This design comes from an exercise in tuning for small area, a short achievable clock period and few clock cycles on the open sky130 flow, not from production work.
RTL that was checked went through simulation tests only; none was proved equivalent to the original.
Power and IR drop assume default switching activity.

==> module LBP, before the edit <==
module LBP(
	clk,
	reset,
	gray_addr,
	gray_req,
	gray_ready,
	gray_data,
	lbp_addr,
	lbp_valid,
	lbp_data,
	finish
);
input clk;
input reset;
input gray_ready;
input [7:0] gray_data;
output [13:0] gray_addr;
output reg gray_req;
output reg [13:0] lbp_addr;
output reg lbp_valid;
output reg [7:0] lbp_data;
output reg finish;
localparam S  = 8;         
localparam H  = S - 2;     
localparam IW = 3;         
reg [6:0] row;
reg [6:0] col;
reg [IW-1:0] ri;           
assign gray_addr = {row, col};
wire col_end = (ri == S-1);
wire last    = (col == 7'd127) & (row == 7'd127);    
always @(posedge clk) begin
	if (~gray_req) begin
		row <= 7'd0;
		col <= 7'd0;
		ri  <= {IW{1'b0}};
	end
	else begin
		ri <= ri + 1'b1;                                    
		if (col_end) begin
			col <= col + 7'd1;
			if (col == 7'd127) row <= row - 7'd1;           
			else               row <= row - (S - 1);       
		end
		else row <= row + 7'd1;
	end
end
reg [7:0] p [1:S+1];
integer k;
always @(posedge clk) begin
	p[1] <= gray_data;
	for (k = 2; k <= S + 1; k = k + 1) p[k] <= p[k-1];
end
function ge8;
	input [7:0] a;
	input [7:0] b;
	integer j;
	reg r;
	begin
		r = 1'b1;
		for (j = 0; j < 8; j = j + 1)
			r = (a[j] & ~b[j]) | (a[j] & r) | (~b[j] & r);
		ge8 = r;
	end
endfunction
wire [7:0] x = gray_data;
wire [7:0] c = p[S+1];
wire c_dr  = ge8(x,    c);     
wire c_r   = ge8(p[1], c);     
wire c_ur  = ge8(p[2], c);     
wire c_d   = ge8(p[S], c);     
wire x_ul  = ge8(c, x);        
wire r_l   = ge8(c, p[1]);     
wire ur_dl = ge8(c, p[2]);     
wire d_u   = ge8(c, p[S]);     
reg       q1;
reg [1:0] q2;
reg [2:0] qm [3:S];
reg [3:0] qs1;
always @(posedge clk) begin
	q1    <= x_ul;
	q2    <= {r_l, q1};
	qm[3] <= {ur_dl, q2};
	for (k = 4; k <= S; k = k + 1) qm[k] <= qm[k-1];
	qs1   <= {d_u, qm[S]};
end
wire [7:0] code = {c_dr, c_d, qs1[2], c_r, qs1[1], c_ur, qs1[3], qs1[0]};
always @(posedge clk) begin
	lbp_data <= code;
	lbp_addr <= {row - 7'd1, col - 7'd1};
end
always @(posedge clk or posedge reset) begin
	if (reset) begin
		lbp_valid <= 1'b0;
		finish    <= 1'b0;
		gray_req  <= 1'b0;
	end
	else begin
		gray_req  <= gray_ready;
		lbp_valid <= gray_req & ~finish & (ri >= 2) & (col >= 7'd2);
		if (gray_req & last) finish <= 1'b1;
	end
end
endmodule
==> flow/config.mk <==
export PLATFORM = sky130hd
export DESIGN_NAME = LBP
export DESIGN_NICKNAME = LBP
export VERILOG_FILES = /design/flow/design.v
export SDC_FILE = /design/flow/constraint.sdc
export NUM_CORES = 4
export LEC_CHECK = 0
export CAP_MARGIN = 20
export CORE_MARGIN = 2
export CORE_UTILIZATION = 65
export CTS_BUF_LIST = sky130_fd_sc_hd__clkbuf_8
export SETUP_SLACK_MARGIN = 2.9
export SLEW_MARGIN = 20
==> flow/constraint.sdc <==
create_clock -name core_clock -period 5.0 [get_ports {clk}]
set_input_delay 1.0000 -clock core_clock [delete_from_list [all_inputs] [get_ports {clk}]]
set_output_delay 1.0000 -clock core_clock [all_outputs]
set_load 0.01 [all_outputs]
standard.sh (not shown) runs the stock make flow with config.mk's settings and CLKGATE_MAP_FILE= SYNTH_SCRIPT=/design/flow/synth_recipe.tcl, a recipe that flattens the netlist after the stock synthesis.
==> flow/flow/run.sh <==
#!/bin/bash
# Standard ORFS flow, with port buffers and timing repair free to use any
# buffer/gate size instead of only same-footprint swaps.
set -euo pipefail
bash standard.sh MATCH_CELL_FOOTPRINT=0 "BUFFER_PORTS_ARGS=-buffer_cell sky130_fd_sc_hd__buf_2" finish > standard_flow.log 2>&1
Testbench counts at the start, summed over its fixed seeds: cycles 64,518.
Change:
--- a/flow/design.v
+++ b/flow/design.v
@@ -28,13 +28,13 @@
 reg [6:0] col;
 reg [IW-1:0] ri;           
 assign gray_addr = {row, col};
 wire col_end = (ri == S-1);
 wire last    = (col == 7'd127) & (row == 7'd127);    
 always @(posedge clk) begin
-	if (~gray_req) begin
+	if (~gray_ready) begin
 		row <= 7'd0;
 		col <= 7'd0;
 		ri  <= {IW{1'b0}};
 	end
 	else begin
 		ri <= ri + 1'b1;                                    
@@ -91,15 +91,17 @@
 	lbp_addr <= {row - 7'd1, col - 7'd1};
 end
 always @(posedge clk or posedge reset) begin
 	if (reset) begin
 		lbp_valid <= 1'b0;
 		finish    <= 1'b0;
-		gray_req  <= 1'b0;
+		gray_req  <= 1'b1;
 	end
 	else begin
-		gray_req  <= gray_ready;
-		lbp_valid <= gray_req & ~finish & (ri >= 2) & (col >= 7'd2);
-		if (gray_req & last) finish <= 1'b1;
+		lbp_valid <= gray_ready & ~finish & (ri >= 2) & (col >= 7'd2);
+		if (gray_ready & last) begin
+			finish   <= 1'b1;
+			gray_req <= 1'b0;
+		end
 	end
 end
 endmodule
What happened: Wire length shrinks slightly; clock skew shrinks by 0.0042 ns; setup slack got worse by 0.032 ns; design area is about the same; fmax shrinks slightly; final cell count shrinks slightly; via count grows slightly; total power grows slightly; clock-buffer cell count grows by 1; core utilization shrinks by 0.12 points.
Function not checked in the second run of this note: the RTL went through the layout flow alone.

========
LBP, a different RTL version from the one above (not shown whole).
For scale: about 370 cells after synthesis.
==> module LBP, before the edit <==
module LBP(
	clk,
	reset,
	gray_addr,
	gray_req,
	gray_ready,
	gray_data,
	lbp_addr,
	lbp_valid,
	lbp_data,
	finish
);
input clk;
input reset;
input gray_ready;
input [7:0] gray_data;
output [13:0] gray_addr;
output reg gray_req;
output reg [13:0] lbp_addr;
output reg lbp_valid;
output reg [7:0] lbp_data;
output reg finish;
localparam S  = 8;         
localparam H  = S - 2;     
localparam IW = 3;         
reg [6:0] row;
reg [6:0] col;
reg [IW-1:0] ri;           
assign gray_addr = {row, col};
wire col_end = (ri == S-1);
wire last    = (col == 7'd127) & (row == 7'd127);    
reg run;
always @(posedge clk) begin
	if (~run) begin
		row <= 7'd0;
		col <= 7'd0;
		ri  <= {IW{1'b0}};
	end
	else begin
		ri <= ri + 1'b1;                                    
		if (col_end) begin
			col <= col + 7'd1;
			if (col == 7'd127) row <= row - 7'd1;           
			else               row <= row - (S - 1);       
		end
		else row <= row + 7'd1;
	end
end
reg [7:0] p [1:S+1];
integer k;
always @(posedge clk) begin
	p[1] <= gray_data;
	for (k = 2; k <= S + 1; k = k + 1) p[k] <= p[k-1];
end
function ge8;
	input [7:0] a;
	input [7:0] b;
	integer j;
	reg r;
	begin
		r = 1'b1;
		for (j = 0; j < 8; j = j + 1)
			r = (a[j] & ~b[j]) | (a[j] & r) | (~b[j] & r);
		ge8 = r;
	end
endfunction
function [1:0] cmp8;
	input [7:0] a;
	input [7:0] b;
	integer j, w;
	reg [7:0] g, l;
	begin
		g = a & ~b;                
		l = ~a & b;                
		for (w = 1; w < 8; w = w * 2)
			for (j = 7; j >= 0; j = j - 2 * w) begin
				g[j] = g[j] | (~l[j] & g[j-w]);
				l[j] = l[j] | (~g[j] & l[j-w]);
			end
		cmp8 = {~l[7], ~g[7]};
	end
endfunction
wire [7:0] x = gray_data;
wire [7:0] c = p[S+1];
wire c_dr, x_ul;
assign {c_dr, x_ul} = cmp8(x, c);   
wire c_r   = ge8(p[1], c);     
wire c_ur  = ge8(p[2], c);     
wire c_d   = ge8(p[S], c);     
wire r_l   = ge8(c, p[1]);     
wire ur_dl = ge8(c, p[2]);     
wire d_u   = ge8(c, p[S]);     
reg       q1;
reg [1:0] q2;
reg [2:0] qm [3:S];
reg [3:0] qs1;
always @(posedge clk) begin
	q1    <= x_ul;
	q2    <= {r_l, q1};
	qm[3] <= {ur_dl, q2};
	for (k = 4; k <= S; k = k + 1) qm[k] <= qm[k-1];
	qs1   <= {d_u, qm[S]};
end
wire [7:0] code = {c_dr, c_d, qs1[2], c_r, qs1[1], c_ur, qs1[3], qs1[0]};
always @(posedge clk) begin
	lbp_data <= code;
	lbp_addr <= {row - 7'd1, col - 7'd1};
end
always @(posedge clk or posedge reset) begin
	if (reset) begin
		lbp_valid <= 1'b0;
		finish    <= 1'b0;
		gray_req  <= 1'b0;
		run       <= 1'b0;
	end
	else begin
		gray_req  <= gray_ready;
		run       <= gray_ready & ~finish;
		lbp_valid <= run & ~finish & (ri >= 2) & (col >= 7'd2);
		if (run & last) finish <= 1'b1;
	end
end
endmodule
Settings: LEC_CHECK=0, CAP_MARGIN=20, CORE_MARGIN=2, CORE_UTILIZATION=65, CTS_BUF_LIST=sky130_fd_sc_hd__clkbuf_4, SETUP_SLACK_MARGIN=3, SLEW_MARGIN=20; clock period 5.0 ns.
==> flow/flow/run.sh <==
#!/bin/bash
# Standard ORFS flow, with port buffers and timing repair free to use any
# buffer/gate size instead of only same-footprint swaps, and a clock tree
# built without dummy balancing loads.
set -euo pipefail
export CTS_ARGS="-sink_clustering_enable -repair_clock_nets -buf_list sky130_fd_sc_hd__clkbuf_4 -root_buf sky130_fd_sc_hd__clkbuf_16 -dont_use_dummy_load"
bash standard.sh MATCH_CELL_FOOTPRINT=0 "BUFFER_PORTS_ARGS=-buffer_cell sky130_fd_sc_hd__buf_1" finish > standard_flow.log 2>&1
Testbench counts at the start, summed over its fixed seeds: cycles 64,518.
Change:
--- a/flow/design.v
+++ b/flow/design.v
@@ -29,11 +29,10 @@
 reg [IW-1:0] ri;           
 assign gray_addr = {row, col};
 wire col_end = (ri == S-1);
 wire last    = (col == 7'd127) & (row == 7'd127);    
-reg run;
 always @(posedge clk) begin
-	if (~run) begin
+	if (~gray_req) begin
 		row <= 7'd0;
 		col <= 7'd0;
 		ri  <= {IW{1'b0}};
 	end
@@ -64,31 +63,15 @@
 			r = (a[j] & ~b[j]) | (a[j] & r) | (~b[j] & r);
 		ge8 = r;
 	end
 endfunction
-function [1:0] cmp8;
-	input [7:0] a;
-	input [7:0] b;
-	integer j, w;
-	reg [7:0] g, l;
-	begin
-		g = a & ~b;                
-		l = ~a & b;                
-		for (w = 1; w < 8; w = w * 2)
-			for (j = 7; j >= 0; j = j - 2 * w) begin
-				g[j] = g[j] | (~l[j] & g[j-w]);
-				l[j] = l[j] | (~g[j] & l[j-w]);
-			end
-		cmp8 = {~l[7], ~g[7]};
-	end
-endfunction
 wire [7:0] x = gray_data;
 wire [7:0] c = p[S+1];
-wire c_dr, x_ul;
-assign {c_dr, x_ul} = cmp8(x, c);   
+wire c_dr  = ge8(x,    c);     
 wire c_r   = ge8(p[1], c);     
 wire c_ur  = ge8(p[2], c);     
 wire c_d   = ge8(p[S], c);     
+wire x_ul  = ge8(c, x);        
 wire r_l   = ge8(c, p[1]);     
 wire ur_dl = ge8(c, p[2]);     
 wire d_u   = ge8(c, p[S]);     
 reg       q1;
@@ -111,14 +94,12 @@
 	if (reset) begin
 		lbp_valid <= 1'b0;
 		finish    <= 1'b0;
 		gray_req  <= 1'b0;
-		run       <= 1'b0;
 	end
 	else begin
 		gray_req  <= gray_ready;
-		run       <= gray_ready & ~finish;
-		lbp_valid <= run & ~finish & (ri >= 2) & (col >= 7'd2);
-		if (run & last) finish <= 1'b1;
+		lbp_valid <= gray_req & ~finish & (ri >= 2) & (col >= 7'd2);
+		if (gray_req & last) finish <= 1'b1;
 	end
 end
 endmodule
The changed run ran to the end with no violations.
Maximum frequency is higher by about 2%.
Via count is higher by about 2.5%.
Cell count stays flat.
Flip-flop and latch count is lower by 1.
Clock-buffer cell count is unchanged.
Design area is higher by about 0.5%.
Power is lower by 0.80%.
Routed wire length is higher by about 2.7%.
Non-clock buffer count is lower by 2.
Setup slack is better by 0.037 ns.
Critical path depth does not change.
Sequential share of layout area is lower by 0.97 points.
Synthesized area is higher by about 1.7%.
Testbench counts after the change, summed over its fixed seeds: cycles 64,518.

## re-timing with driven ports
How much do the figures lean on ideal ports? The routed layouts below were timed once more, with nothing changed but the port constraints. Step 1 (the two cells are an assumption about what drives the block):
set clk [get_ports {clk}]
set_driving_cell -lib_cell sky130_fd_sc_hd__clkbuf_16 $clk
set_driving_cell -lib_cell sky130_fd_sc_hd__buf_2 [delete_from_list [all_inputs] $clk]
Step 2 adds t to the input delays and takes it off the output delays; t is the mean of the earliest and latest rising clock arrival at the registers after step 1. Input paths then give back, and output paths get back, about the clock's delay inside the block. Slacks: no drivers / after step 1 / after step 2; pairs: no drivers / after step 1.
run	shift t [ns]	slack for setup (ns)	latest minus earliest clock arrival (ns)	slew at the worst register clock pin (ns)	worst slew at a driven data input, ns
the first run of note 1	0.453	2.967 / 2.940 / 2.681	0.011 / 0.011	0.08 / 0.08	0.03
the second run of note 1	0.449	2.935 / 2.907 / 2.697	0.008 / 0.007	0.08 / 0.08	0.03
the first run of note 2	0.379	3.021 / 3.015 / 2.709	0.033 / 0.034	0.11 / 0.11	0.03
the second run of note 2	0.374	3.057 / 3.032 / 2.692	0.044 / 0.044	0.12 / 0.12	0.03
After both steps setup and hold are still met in every run listed. For the second run of note 2, which loses most, drivers alone change the setup slack by -0.025 ns; drivers and shift together by -0.365 ns.
